What follows belongs to an exercise in optimizing a design on an open flow for small area and a short achievable clock period; a production flow would make more cautious choices. Only simulation tests tie the RTL to the original design; equivalence was not proved.

Design AXIS_linear_regression_v1_0, start of the top module:
module AXIS_linear_regression_v1_0 #
	(
		parameter M = 8,
		parameter N = 3,
		parameter integer C_S00_AXIS_TDATA_WIDTH	= 32,
		parameter integer C_M00_AXIS_TDATA_WIDTH	= 32,
		parameter integer C_M00_AXIS_START_COUNT	= 32
	)
	(
		input wire  aclk,
		input wire  aresetn,
		output wire  s00_axis_tready,
		input wire [C_S00_AXIS_TDATA_WIDTH-1 : 0] s00_axis_tdata,
		input wire  s00_axis_tlast,
		input wire  s00_axis_tvalid,
		output wire  m00_axis_tvalid,
		output wire [C_M00_AXIS_TDATA_WIDTH-1 : 0] m00_axis_tdata,
		output wire  m00_axis_tlast,
		input wire  m00_axis_tready
	);
clock: 22.0 ns
lec_check: 0
cap_margin: 20
core_margin: 2
core_utilization: 40
cts_cluster_diameter: 55
cts_cluster_size: 28
slew_margin: 20
synth_hierarchical: 1
synth_minimum_keep_size: 0
standard.sh (not shown) runs the stock make flow with config.mk's settings and CLKGATE_MAP_FILE= SYNTH_SCRIPT=/design/flow/synth_recipe.tcl, a recipe that flattens the netlist after the stock synthesis.
==> flow/flow/run.sh <==
#!/bin/bash
# The standard layout, with the port buffers made from buf_2 instead of the default cell,
# the resizer's timing repair aiming at 16.45 ns of setup slack, and no dummy loads in the
# clock tree
set -euo pipefail
bash standard.sh finish 'BUFFER_PORTS_ARGS=-buffer_cell sky130_fd_sc_hd__buf_2' SETUP_SLACK_MARGIN=16.45 \
  'CTS_ARGS=-sink_clustering_enable -repair_clock_nets -sink_clustering_size 28 -sink_clustering_max_diameter 55 -dont_use_dummy_load' > standard.log 2>&1
The baseline ran to the end with no violations.
Edit:
==> flow/flow/run.sh (replaced) <==
#!/bin/bash
# The standard layout, with the port buffers made from buf_4 instead of the default cell,
# the resizer's timing repair aiming at 16.45 ns of setup slack, and no dummy loads in the
# clock tree
set -euo pipefail
bash standard.sh finish 'BUFFER_PORTS_ARGS=-buffer_cell sky130_fd_sc_hd__buf_4' SETUP_SLACK_MARGIN=16.45 \
  'CTS_ARGS=-sink_clustering_enable -repair_clock_nets -sink_clustering_size 28 -sink_clustering_max_diameter 55 -dont_use_dummy_load' > standard.log 2>&1
Settings changed: GPL_TIMING_DRIVEN set to 0.
Worst hold slack is better by 0.023 ns. Non-clock buffer count came out higher by 98. Final area goes up by a few percent. Maximum frequency is about the same. Via count came out higher slightly. Clock skew is lower by 0.022 ns. Synthesized cell count does not change.
Edit:
==> flow/flow/run.sh (replaced) <==
#!/bin/bash
# The standard layout, with the port buffers made from buf_4 instead of the default cell,
# and the resizer's timing repair aiming at 16.5 ns of setup slack
set -euo pipefail
bash standard.sh finish 'BUFFER_PORTS_ARGS=-buffer_cell sky130_fd_sc_hd__buf_4' SETUP_SLACK_MARGIN=16.5 > standard.log 2>&1
Settings changed: CORE_UTILIZATION 40 to 50, CTS_CLUSTER_DIAMETER 55 to 50, CTS_CLUSTER_SIZE 28 to 24, GPL_TIMING_DRIVEN 0 to not set.
Effect:
- The new run passed the timing, design-rule and antenna checks
- wire length came out higher by 0.99%
- area after synthesis is unchanged
- non-clock buffer count drops by 84
- clock skew decreases by 0.068 ns
- cell area is lower by 0.54%
Edit:
==> flow/flow/run.sh (replaced) <==
#!/bin/bash
# The standard layout, with the port buffers made from buf_4 instead of the default cell,
# the resizer's timing repair aiming at 16.45 ns of setup slack, and no dummy loads in the
# clock tree
set -euo pipefail
bash standard.sh finish 'BUFFER_PORTS_ARGS=-buffer_cell sky130_fd_sc_hd__buf_4' SETUP_SLACK_MARGIN=16.45 RECOVER_POWER=50 \
  'CTS_ARGS=-sink_clustering_enable -repair_clock_nets -sink_clustering_size 28 -sink_clustering_max_diameter 55 -dont_use_dummy_load' > standard.log 2>&1
Settings changed: CORE_UTILIZATION 50 to 40, CTS_CLUSTER_DIAMETER 50 to 55, CTS_CLUSTER_SIZE 24 to 28.
After rerunning: Now the flow completed and failed the layout checks on capacitance limit, slew limit; design area drops by 3.1%; clock skew climbs by 0.079 ns; cell count climbs by 4.3%; fmax drops by 34%.
Edit:
==> flow/flow/run.sh (replaced) <==
#!/bin/bash
# The standard layout, with the port buffers made from buf_4 instead of the default cell,
# the resizer's timing repair aiming at 16.55 ns of setup slack, and no dummy loads in the
# clock tree
set -euo pipefail
bash standard.sh finish 'BUFFER_PORTS_ARGS=-buffer_cell sky130_fd_sc_hd__buf_4' SETUP_SLACK_MARGIN=16.55 \
  'CTS_ARGS=-sink_clustering_enable -repair_clock_nets -sink_clustering_size 28 -sink_clustering_max_diameter 55 -dont_use_dummy_load' > standard.log 2>&1
Effect:
- The new run ran to the end with no violations
- design area increases by 1.8%
- sequential share of layout area decreases by 0.37 points
- setup slack gains 2.9 ns

AXIS_linear_regression_v1_0 again, from the RTL that the note above started with.
export LEC_CHECK = 0
export CAP_MARGIN = 20
export CORE_MARGIN = 2
export CORE_UTILIZATION = 40
export CTS_CLUSTER_DIAMETER = 55
export CTS_CLUSTER_SIZE = 28
export SLEW_MARGIN = 20
export SYNTH_HIERARCHICAL = 1
export SYNTH_MINIMUM_KEEP_SIZE = 0
create_clock -name core_clock -period 22.0 [get_ports {aclk}]
==> flow/flow/run.sh <==
#!/bin/bash
# The standard layout, with the port buffers made from buf_4 instead of the default cell,
# the resizer's timing repair aiming at 16.45 ns of setup slack, and no dummy loads in the
# clock tree
set -euo pipefail
bash standard.sh finish 'BUFFER_PORTS_ARGS=-buffer_cell sky130_fd_sc_hd__buf_4' SETUP_SLACK_MARGIN=16.45 SKIP_GATE_CLONING=1 \
  'CTS_ARGS=-sink_clustering_enable -repair_clock_nets -sink_clustering_size 28 -sink_clustering_max_diameter 55 -dont_use_dummy_load' > standard.log 2>&1
Next try:
--- a/flow/flow/run.sh
+++ b/flow/flow/run.sh
@@ -6 +6 @@
-bash standard.sh finish 'BUFFER_PORTS_ARGS=-buffer_cell sky130_fd_sc_hd__buf_4' SETUP_SLACK_MARGIN=16.45 SKIP_GATE_CLONING=1 \
+bash standard.sh finish 'BUFFER_PORTS_ARGS=-buffer_cell sky130_fd_sc_hd__buf_4' SETUP_SLACK_MARGIN=16.45 \
--- a/flow/config.mk
+++ b/flow/config.mk
@@ -12,0 +13 @@
+export PLACE_DENSITY = 0.5
Utilization climbs by 0.56 points.
Flip-flop and latch count is unchanged.
Design area grows by 1.3%.
First-iteration DRC count went down by 17%.
Final cell count goes up by 0.65%.
Synthesized area is unchanged.
Via count shrinks by 0.72%.
Next try:
==> flow/flow/run.sh (replaced) <==
#!/bin/bash
# The standard layout, with the port buffers made from buf_4 instead of the default cell,
# and the resizer's timing repair aiming at 16.5 ns of setup slack
set -euo pipefail
bash standard.sh finish 'BUFFER_PORTS_ARGS=-buffer_cell sky130_fd_sc_hd__buf_4' SETUP_SLACK_MARGIN=16.5 > standard.log 2>&1
--- a/flow/config.mk
+++ b/flow/config.mk
@@ -11,3 +11,2 @@
-export CTS_CLUSTER_DIAMETER = 55
-export CTS_CLUSTER_SIZE = 28
-export PLACE_DENSITY = 0.5
+export CTS_CLUSTER_DIAMETER = 50
+export CTS_CLUSTER_SIZE = 24
Effect:
- count of clock-buffer cells in the layout shrinks by 7
- clock skew shrinks by 61 ps
- wire length shrinks by 6.0%
- sequential share of layout area is about the same
- die area does not change
- critical path depth stays the same
- global-route usage shrinks by 1.9 points
Next try:
==> flow/flow/run.sh (replaced) <==
#!/bin/bash
# The standard layout, with the port buffers made from buf_4 instead of the default cell,
# the resizer's timing repair aiming at 16.5 ns of setup slack, and the clock tree built
# with two levels of sink clustering
set -euo pipefail
bash standard.sh finish 'BUFFER_PORTS_ARGS=-buffer_cell sky130_fd_sc_hd__buf_4' SETUP_SLACK_MARGIN=16.5 \
  'CTS_ARGS=-sink_clustering_enable -repair_clock_nets -sink_clustering_size 24 -sink_clustering_max_diameter 50 -sink_clustering_levels 2' > standard.log 2>&1
Cell area stays the same.
Worst setup slack does not change.
Via count stays the same.
Next try:
==> flow/flow/run.sh (replaced) <==
#!/bin/bash
# The standard layout, with the port buffers made from buf_4 instead of the default cell,
# and the resizer's timing repair aiming at 16.45 ns of setup slack
set -euo pipefail
bash standard.sh finish 'BUFFER_PORTS_ARGS=-buffer_cell sky130_fd_sc_hd__buf_4' SETUP_SLACK_MARGIN=16.45 > standard.log 2>&1
--- a/flow/config.mk
+++ b/flow/config.mk
@@ -11,2 +11,2 @@
-export CTS_CLUSTER_DIAMETER = 50
-export CTS_CLUSTER_SIZE = 24
+export CTS_CLUSTER_DIAMETER = 55
+export CTS_CLUSTER_SIZE = 28
After rerunning:
- sequential cell count stays the same
- worst setup slack gets worse by 6.1 ps
Next try:
==> flow/flow/run.sh (replaced) <==
#!/bin/bash
# The standard layout, with the port buffers made from buf_4 instead of the default cell,
# and the resizer's timing repair aiming at 16.5 ns of setup slack
set -euo pipefail
bash standard.sh finish 'BUFFER_PORTS_ARGS=-buffer_cell sky130_fd_sc_hd__buf_4' SETUP_SLACK_MARGIN=16.5 > standard.log 2>&1
--- a/flow/config.mk
+++ b/flow/config.mk
@@ -11,2 +10,0 @@
-export CTS_CLUSTER_DIAMETER = 55
-export CTS_CLUSTER_SIZE = 28
Cell count rose by 0.52%.
Via count rose by about 0.8%.
Utilization rose by 0.44 points.
Final area rose by about 1%.
Hold slack gets better by 5.7 ps.
Non-clock buffer count rose by 2.
Wire length rose by 0.78%.
First-iteration DRC count rose by about 1.8%.
Die area is unchanged.
Global-route usage rose by 0.19 points.

Starting RTL as in the previous note.
clock: 22.0 ns
lec_check: 0
cap_margin: 20
core_margin: 2
core_utilization: 40
cts_cluster_diameter: 55
cts_cluster_size: 28
slew_margin: 20
synth_hierarchical: 1
synth_minimum_keep_size: 0
==> flow/flow/run.sh <==
#!/bin/bash
# The standard layout, with the port buffers made from buf_4 instead of the default cell,
# the resizer's timing repair aiming at 16.45 ns of setup slack, and no dummy loads in the
# clock tree
set -euo pipefail
bash standard.sh finish 'BUFFER_PORTS_ARGS=-buffer_cell sky130_fd_sc_hd__buf_4' SETUP_SLACK_MARGIN=16.45 TNS_END_PERCENT=0 \
  'CTS_ARGS=-sink_clustering_enable -repair_clock_nets -sink_clustering_size 28 -sink_clustering_max_diameter 55 -dont_use_dummy_load' > standard.log 2>&1
The first run went through all stages and came out clean.
Edit:
==> flow/flow/run.sh (replaced) <==
#!/bin/bash
# The standard layout, with the port buffers made from buf_4 instead of the default cell,
# the resizer's timing repair aiming at 16.5 ns of setup slack, and the clock tree built
# with one level of sink clustering
set -euo pipefail
bash standard.sh finish 'BUFFER_PORTS_ARGS=-buffer_cell sky130_fd_sc_hd__buf_4' SETUP_SLACK_MARGIN=16.5 \
  'CTS_ARGS=-sink_clustering_enable -repair_clock_nets -sink_clustering_size 24 -sink_clustering_max_diameter 50 -sink_clustering_levels 1' > standard.log 2>&1
- CTS_CLUSTER_DIAMETER: 55 -> 50
- CTS_CLUSTER_SIZE: 28 -> 24
Outcome: Critical path depth stays the same; flip-flop and latch count does not change.
Edit:
==> flow/flow/run.sh (replaced) <==
#!/bin/bash
# The standard layout, with the port buffers made from buf_4 instead of the default cell,
# the resizer's timing repair aiming at 16.45 ns of setup slack, and no dummy loads in the
# clock tree
set -euo pipefail
bash standard.sh finish 'BUFFER_PORTS_ARGS=-buffer_cell sky130_fd_sc_hd__buf_4' SETUP_SLACK_MARGIN=16.45 \
  'CTS_ARGS=-sink_clustering_enable -repair_clock_nets -sink_clustering_size 28 -sink_clustering_max_diameter 55 -buf_list {sky130_fd_sc_hd__clkbuf_8 sky130_fd_sc_hd__clkbuf_16} -dont_use_dummy_load' > standard.log 2>&1
- CTS_CLUSTER_DIAMETER: 50 -> 55
- CTS_CLUSTER_SIZE: 24 -> 28
Effect: Cell area fell by 1.7%; wire length is about the same; sequential cell count is unchanged; sequential share of layout area rises by 0.40 points; setup slack is about the same; worst hold slack got worse by 0.013 ns; count of clock-buffer cells in the layout decreases by 5; maximum frequency stays flat; die area stays the same; global-route usage decreases by 0.13 points.
Edit:
==> flow/flow/run.sh (replaced) <==
#!/bin/bash
# The standard layout, with the port buffers made from buf_4 instead of the default cell,
# and the resizer's timing repair aiming at 16.45 ns of setup slack
set -euo pipefail
bash standard.sh finish 'BUFFER_PORTS_ARGS=-buffer_cell sky130_fd_sc_hd__buf_4' SETUP_SLACK_MARGIN=16.45 > standard.log 2>&1
- CTS_CLUSTER_DIAMETER: 55 -> 50
- CTS_CLUSTER_SIZE: 28 -> 24
Outcome:
- The changed run finished clean
- core utilization climbs by 0.57 points
- global-route usage is about the same
- register-to-register slack is better by 0.03 ns
- setup slack got worse by 0.0079 ns
- synthesized cell count stays the same
- first-iteration DRC count rose by 5.2%
- flip-flop and latch count is unchanged
- final area increases by 1.3%
- non-clock buffer count goes down by 1
Edit:
==> flow/flow/run.sh (replaced) <==
#!/bin/bash
# The standard layout, with the port buffers made from buf_4 instead of the default cell,
# and the resizer's timing repair aiming at 16.5 ns of setup slack
set -euo pipefail
bash standard.sh finish 'BUFFER_PORTS_ARGS=-buffer_cell sky130_fd_sc_hd__buf_4' SETUP_SLACK_MARGIN=16.5 > standard.log 2>&1
- PLACE_DENSITY: unset -> 0.7
=>
- via count went up by 1.4%
- core utilization went up by 0.20 points
- die area does not change
- setup slack got worse by 0.017 ns
- clock skew is about the same
- synthesized cell count does not change
- non-clock buffer count went up by 12
- global-route usage went down by 0.89 points
- routed wire length went down by 2.7%
Edit:
==> flow/flow/run.sh (replaced) <==
#!/bin/bash
# The standard layout, with the port buffers made from buf_4 instead of the default cell,
# the resizer's timing repair aiming at 16.45 ns of setup slack, and no dummy loads in the
# clock tree
set -euo pipefail
bash standard.sh finish 'BUFFER_PORTS_ARGS=-buffer_cell sky130_fd_sc_hd__buf_4' SETUP_SLACK_MARGIN=16.45 \
  'CTS_ARGS=-sink_clustering_enable -repair_clock_nets -sink_clustering_size 28 -sink_clustering_max_diameter 55 -dont_use_dummy_load' > standard.log 2>&1
- CTS_CLUSTER_DIAMETER: 50 -> 55
- CTS_CLUSTER_SIZE: 24 -> 28
- GPL_ROUTABILITY_DRIVEN: unset -> 0
- PLACE_DENSITY: 0.7 -> unset
After rerunning: Final cell count came out lower by 1.0%. Routed wire length came out higher by 2.9%.

## run 1
Another version of the RTL of AXIS_linear_regression_v1_0 (not shown whole).
Size: about 3800 cells after synthesis, roughly 520 flip-flops, roughly 72 I/O pins.
export LEC_CHECK = 0
export CAP_MARGIN = 20
export CORE_MARGIN = 2
export CORE_UTILIZATION = 40
export CTS_CLUSTER_DIAMETER = 60
export CTS_CLUSTER_SIZE = 30
export SLEW_MARGIN = 20
export SYNTH_HIERARCHICAL = 1
export SYNTH_MINIMUM_KEEP_SIZE = 0
create_clock -name core_clock -period 22.0 [get_ports {aclk}]
==> flow/flow/run.sh <==
#!/bin/bash
# The standard layout, with the port buffers made from buf_4 instead of the default cell,
# and the resizer's timing repair aiming at 16.5 ns of setup slack
set -euo pipefail
bash standard.sh finish 'BUFFER_PORTS_ARGS=-buffer_cell sky130_fd_sc_hd__buf_4' SETUP_SLACK_MARGIN=16.5 > standard.log 2>&1
### run 1 -> run 2
- CORE_UTILIZATION now 65, was 40
- PLACE_DENSITY now 0.75, previously not set
- CTS_CLUSTER_SIZE no longer set, was 30
- CTS_CLUSTER_DIAMETER no longer set, was 60
==> flow/flow/run.sh <==
#!/bin/bash
# The standard layout, with the port buffers made from buf_2 instead of the default cell,
# and the resizer's timing repair aiming at 16.5 ns of setup slack
set -euo pipefail
bash standard.sh finish 'BUFFER_PORTS_ARGS=-buffer_cell sky130_fd_sc_hd__buf_2' SETUP_SLACK_MARGIN=16.5 > standard.log 2>&1
==> comparison <==
Run 2 reached the final stage; the timing, design-rule and antenna checks on its layout passed.
Comparing run 1 and run 2, area of the multi-input gates is higher on run 2.
On run 2: global-route usage is 19 points higher than what run 1 gave.
Diff run 1..run 2 | flip-flop and latch area | negligible
Compared with run 1, run 2 shows relative area change from synthesis to final layout higher by 1.1 points.
[compare] base=run 1 new=run 2: via density per instance shows an increase of about 20%; wire length on met1 shows a reduction of about 10%; delay contributed by the slowest stage of the critical path shows an increase of 0.44 ns.
Sort run 1 and run 2 by sum of met3 wire segment lengths after detailed routing desc -> top: run 2
Achievable frequency was higher in the run labelled run 1.
> inputs changed (run 2 -> run 3)
- CTS_CLUSTER_DIAMETER: unset -> 50
- CTS_CLUSTER_SIZE: unset -> 24
- CORE_UTILIZATION: 65 -> 40
- PLACE_DENSITY: 0.75 -> unset
==> flow/flow/run.sh <==
#!/bin/bash
# The standard layout, with the port buffers made from buf_4 instead of the default cell,
# and the resizer's timing repair aiming at 16.5 ns of setup slack
set -euo pipefail
bash standard.sh finish 'BUFFER_PORTS_ARGS=-buffer_cell sky130_fd_sc_hd__buf_4' SETUP_SLACK_MARGIN=16.5 > standard.log 2>&1
==> run summary <==
- No stage failed in run 3, and the final checks on the layout all came back clean.
- [compare] base=run 2 new=run 3: worst slew margin relative to its limit lower, setup slack higher, number of hold-slack violations in the final timing report roughly the same, die area higher, clock period minus worst slack lower.
--- input diff run 3..run 4 ---
- CTS_CLUSTER_DIAMETER removed (was 50)
- CTS_CLUSTER_SIZE removed (was 24)
==> flow/flow/run.sh <==
#!/bin/bash
# The standard layout, with the port buffers made from buf_4 instead of the default cell,
# and the resizer's timing repair aiming at 17 ns of setup slack
set -euo pipefail
bash standard.sh finish 'BUFFER_PORTS_ARGS=-buffer_cell sky130_fd_sc_hd__buf_4' SETUP_SLACK_MARGIN=17 > standard.log 2>&1
--- outcome ---
- Going from run 3 to run 4, the area of all sequential standard cells was found to have gone up by about 0.46%.
- Higher clock buffer instance count of the final layout was reported by run 4, not run 3.
- Design area (run 4 over run 3): increase, 4000 µm²
- Taking run 3 as the reference point, the wire length of the first global-routing pass of run 4 rises by about 2.8%.
- Launching instance or port of the critical path: tdata_r[31]$_DFF_P_ -> run 3, tdata_r[1]$_DFF_P_ -> run 4
## Diff of input files: run 5 against run 4
==> flow/flow/run.sh <==
#!/bin/bash
# The standard layout, with the port buffers made from buf_4 instead of the default cell,
# and the resizer's timing repair aiming at 16.5 ns of setup slack
set -euo pipefail
bash standard.sh finish 'BUFFER_PORTS_ARGS=-buffer_cell sky130_fd_sc_hd__buf_4' SETUP_SLACK_MARGIN=16.5 > standard.log 2>&1
Findings:
Run 5 ended up with tdata_r[5]$_DFF_P_ as its startpoint of the most critical setup path; run 4 ended up with tdata_r[1]$_DFF_P_. Global-route met1 utilization: run 5 < run 4.

[afterwards: timing with drivers on the ports]
The results above use ideal ports. As a check the final layouts listed here were re-extracted and re-timed, cells and wires unchanged.
Step 1 sets driving cells, clkbuf_16 on the clock port and buf_2 on the other inputs (assumed; they add their load-dependent delay and slew).
Step 2 adds t to the input delays and takes it off the output delays; t is the mean of the earliest and latest rising clock arrival at the registers after step 1. Input paths then give back, and output paths get back, about the clock's delay inside the block.
Three values: ideal ports, drivers, drivers and shift; two values: the first two.
run | shift t [ns] | slack for setup (ns) | hold slack, ns | worst setup path at the end | latest minus earliest clock arrival (ns)
the first run of note 1 | 0.663 | 16.443 / 16.372 / 15.853 | 0.408 / 0.408 / 0.408 | input to register | 0.116 / 0.116
the second run of note 1 | 0.643 | 16.437 / 16.386 / 15.826 | 0.431 / 0.431 / 0.431 | input to register | 0.103 / 0.104
the third run of note 1 | 0.682 | 16.461 / 16.393 / 15.940 | 0.436 / 0.436 / 0.436 | input to register | 0.028 / 0.028
the fourth run of note 1 | 0.635 | 13.563 / 13.563 / 13.563 | 0.436 / 0.436 / 0.436 | register to register | 0.104 / 0.104
the fifth run of note 1 | 0.637 | 16.454 / 16.388 / 15.952 | 0.427 / 0.427 / 0.427 | input to register | 0.105 / 0.105
the first run of note 2 | 0.638 | 16.445 / 16.379 / 15.913 | 0.425 / 0.425 / 0.425 | input to register | 0.106 / 0.106
the second run of note 2 | 0.683 | 16.422 / 16.348 / 15.867 | 0.404 / 0.404 / 0.404 | input to register | 0.118 / 0.118
the third run of note 2 | 0.664 | 16.456 / 16.388 / 15.956 | 0.441 / 0.441 / 0.441 | input to register | 0.050 / 0.050
the fourth run of note 2 | 0.664 | 16.456 / 16.388 / 15.956 | 0.441 / 0.441 / 0.441 | input to register | 0.050 / 0.050
the fifth run of note 2 | 0.658 | 16.449 / 16.385 / 15.928 | 0.430 / 0.430 / 0.430 | input to register | 0.046 / 0.046
the sixth run of note 2 | 0.698 | 16.417 / 16.342 / 15.939 | 0.435 / 0.435 / 0.435 | input to register | 0.093 / 0.093
the first run of note 3 | 0.639 | 16.389 / 16.326 / 15.805 | 0.414 / 0.414 / 0.414 | input to register | 0.099 / 0.099
the second run of note 3 | 0.664 | 16.456 / 16.388 / 15.956 | 0.441 / 0.441 / 0.441 | input to register | 0.050 / 0.050
the third run of note 3 | 0.634 | 16.454 / 16.388 / 15.921 | 0.428 / 0.428 / 0.428 | input to register | 0.104 / 0.104
the fourth run of note 3 | 0.672 | 16.446 / 16.377 / 15.949 | 0.440 / 0.440 / 0.440 | input to register | 0.055 / 0.056
the fifth run of note 3 | 0.669 | 16.428 / 16.373 / 15.768 | 0.438 / 0.438 / 0.438 | input to register | 0.055 / 0.056
the sixth run of note 3 | 0.634 | 16.454 / 16.388 / 15.921 | 0.428 / 0.428 / 0.428 | input to register | 0.104 / 0.104
run 1 | 0.665 | 16.457 / 16.388 / 16.023 | 0.439 / 0.439 / 0.439 | input to register | 0.048 / 0.048
run 2 | 0.678 | 16.364 / 16.404 / 15.725 | 0.432 / 0.432 / 0.432 | input to register | 0.024 / 0.023
run 3 | 0.682 | 16.443 / 16.373 / 16.035 | 0.436 / 0.436 / 0.436 | input to register | 0.048 / 0.048
run 4 | 0.705 | 16.427 / 16.360 / 16.282 | 0.439 / 0.439 / 0.439 | input to register | 0.070 / 0.070
run 5 | 0.696 | 16.445 / 16.373 / 15.982 | 0.433 / 0.433 / 0.433 | input to register | 0.041 / 0.042
For the fifth run of note 3, which loses most, drivers alone change the setup slack by -0.055 ns; drivers and shift together by -0.660 ns.
